This design comes from an exercise in tuning for small area on the open sky130 flow, not from production work.
Function was checked by simulation only, so behaviour that the tests miss may differ from the original.
Power is estimated from default activity; no workload was simulated.

// GameOfLifeInterface
module GameOfLifeInterface (
    run,
    write_read_not,
    serial_in,
    clk,
    rst,
    serial_out
);
clock: 8.0 ns
lec_check: 0
cap_margin: 20
core_margin: 2
core_utilization: 50
cts_buf_list: sky130_fd_sc_hd__clkbuf_16
cts_cluster_diameter: 80
cts_cluster_size: 24
slew_margin: 20
run.sh (not shown) runs the stock make flow with config.mk's settings and CLKGATE_MAP_FILE= SYNTH_SCRIPT=/design/flow/synth_recipe.tcl, a recipe that flattens the netlist after the stock synthesis.
Next try:
==> flow/flow/run.sh (new file) <==
#!/bin/bash
# The standard layout (the standard.sh: ORFS synthesis to finish) with one
# change: clock tree synthesis runs without dummy loads, with larger sink
# clusters on clkbuf_16. The whole output goes to flow.log in this folder;
# ORFS keeps each step's own log under orfs/logs/.
set -euo pipefail
CTS="-sink_clustering_enable -repair_clock_nets -sink_clustering_size 30 -sink_clustering_max_diameter 90 -buf_list sky130_fd_sc_hd__clkbuf_16 -dont_use_dummy_load"
bash standard.sh "CTS_ARGS=$CTS" finish > flow.log 2>&1
==> flow/standard.sh (new file) <==
#!/bin/bash
# synth_recipe.tcl (not shown) runs the flow's synth.tcl, then flattens the netlist and writes it again
# the make line also repeats each setting of config.mk as NAME=value (left out here)
make -C /OpenROAD-flow-scripts/flow DESIGN_CONFIG=/design/flow/config.mk WORK_HOME=/design/flow/orfs CLKGATE_MAP_FILE= SYNTH_SCRIPT=/design/flow/synth_recipe.tcl "${@:-finish}"
- CORE_UTILIZATION: 50 -> 55
- CTS_BUF_LIST: sky130_fd_sc_hd__clkbuf_16 -> not set
- CTS_CLUSTER_DIAMETER: 80 -> not set
- CTS_CLUSTER_SIZE: 24 -> not set
removed: flow/run.sh
Effect: Hold slack is better by 0.0036 ns; cell area is lower by 2.0%; die area falls by 9.0%; sequential share of layout area is higher by 0.50 points; setup slack got worse by 0.13 ns; utilization came out higher by 4.1 points; sequential power barely changes; global-route usage went up by 2.6 points; synthesized area stays the same; power goes down by 6.0%; register-to-register slack got worse by 0.38 ns.
Next try:
==> flow/run.sh (new file) <==
#!/bin/bash
# synth_recipe.tcl (not shown) runs the flow's synth.tcl, then flattens the netlist and writes it again
# the make line also repeats each setting of config.mk as NAME=value (left out here)
make -C /OpenROAD-flow-scripts/flow DESIGN_CONFIG=/design/flow/config.mk WORK_HOME=/design/flow/orfs CLKGATE_MAP_FILE= SYNTH_SCRIPT=/design/flow/synth_recipe.tcl finish
- CORE_UTILIZATION: 55 -> 50
- CTS_BUF_LIST: not set -> sky130_fd_sc_hd__clkbuf_16
- CTS_CLUSTER_DIAMETER: not set -> 90
- CTS_CLUSTER_SIZE: not set -> 28
removed: flow/flow/run.sh
removed: flow/standard.sh
Utilization went down by 4.6 points.
Routed wire length rose slightly.
Via count grows slightly.
Total power goes up by a few percent.
Next try:
==> flow/flow/run.sh (new file) <==
#!/bin/bash
# The standard layout (the standard.sh: ORFS synthesis to finish) with one
# change: clock tree synthesis runs without dummy loads, with larger sink
# clusters on clkbuf_16. The whole output goes to flow.log in this folder;
# ORFS keeps each step's own log under orfs/logs/.
set -euo pipefail
CTS="-sink_clustering_enable -repair_clock_nets -sink_clustering_size 24 -sink_clustering_max_diameter 80 -buf_list sky130_fd_sc_hd__clkbuf_16 -dont_use_dummy_load"
bash standard.sh "CTS_ARGS=$CTS" finish > flow.log 2>&1
==> flow/standard.sh (new file) <==
#!/bin/bash
# synth_recipe.tcl (not shown) runs the flow's synth.tcl, then flattens the netlist and writes it again
# the make line also repeats each setting of config.mk as NAME=value (left out here)
make -C /OpenROAD-flow-scripts/flow DESIGN_CONFIG=/design/flow/config.mk WORK_HOME=/design/flow/orfs CLKGATE_MAP_FILE= SYNTH_SCRIPT=/design/flow/synth_recipe.tcl "${@:-finish}"
- CTS_CLUSTER_DIAMETER: 90 -> 80
- CTS_CLUSTER_SIZE: 28 -> 24
removed: flow/run.sh
What happened:
- combinational power is about the same
- power falls slightly
- routed wire length is higher slightly
- sequential cell count stays the same
- sequential share of layout area stays flat
- via count is about the same
- setup slack gets worse by 0.033 ns
- design area is about the same
- non-clock buffer count stays the same
- register-to-register slack barely changes
- utilization drops by 0.15 points

re-timing with driven ports:
The flow's constraints put no driver on any port. The routed layouts listed below were extracted and timed again, unchanged, in two steps.
Step 1 sets driving cells, clkbuf_16 on the clock port and buf_2 on the other inputs (assumed; they add their load-dependent delay and slew).
Step 2, shift: input delay + t, output delay - t, t = (earliest + latest rising clock arrival at the registers) / 2. This alone moves slack from input paths to output paths.
Slacks: ideal ports / drivers / drivers and shift; pairs: ideal ports / drivers.
run	t, ns	setup slack, ns	hold WS [ns]	clock arrival spread, ns
the first run	0.819	4.730 / 4.654 / 4.982	0.442 / 0.442 / 0.442	0.040 / 0.041
the second run	0.761	4.604 / 4.604 / 4.604	0.446 / 0.446 / 0.446	0.076 / 0.076
the third run	0.788	4.779 / 4.699 / 4.935	0.416 / 0.416 / 0.416	0.042 / 0.042
the fourth run	0.786	4.746 / 4.670 / 4.919	0.447 / 0.447 / 0.447	0.089 / 0.089
After both steps every run listed still meets setup and hold.
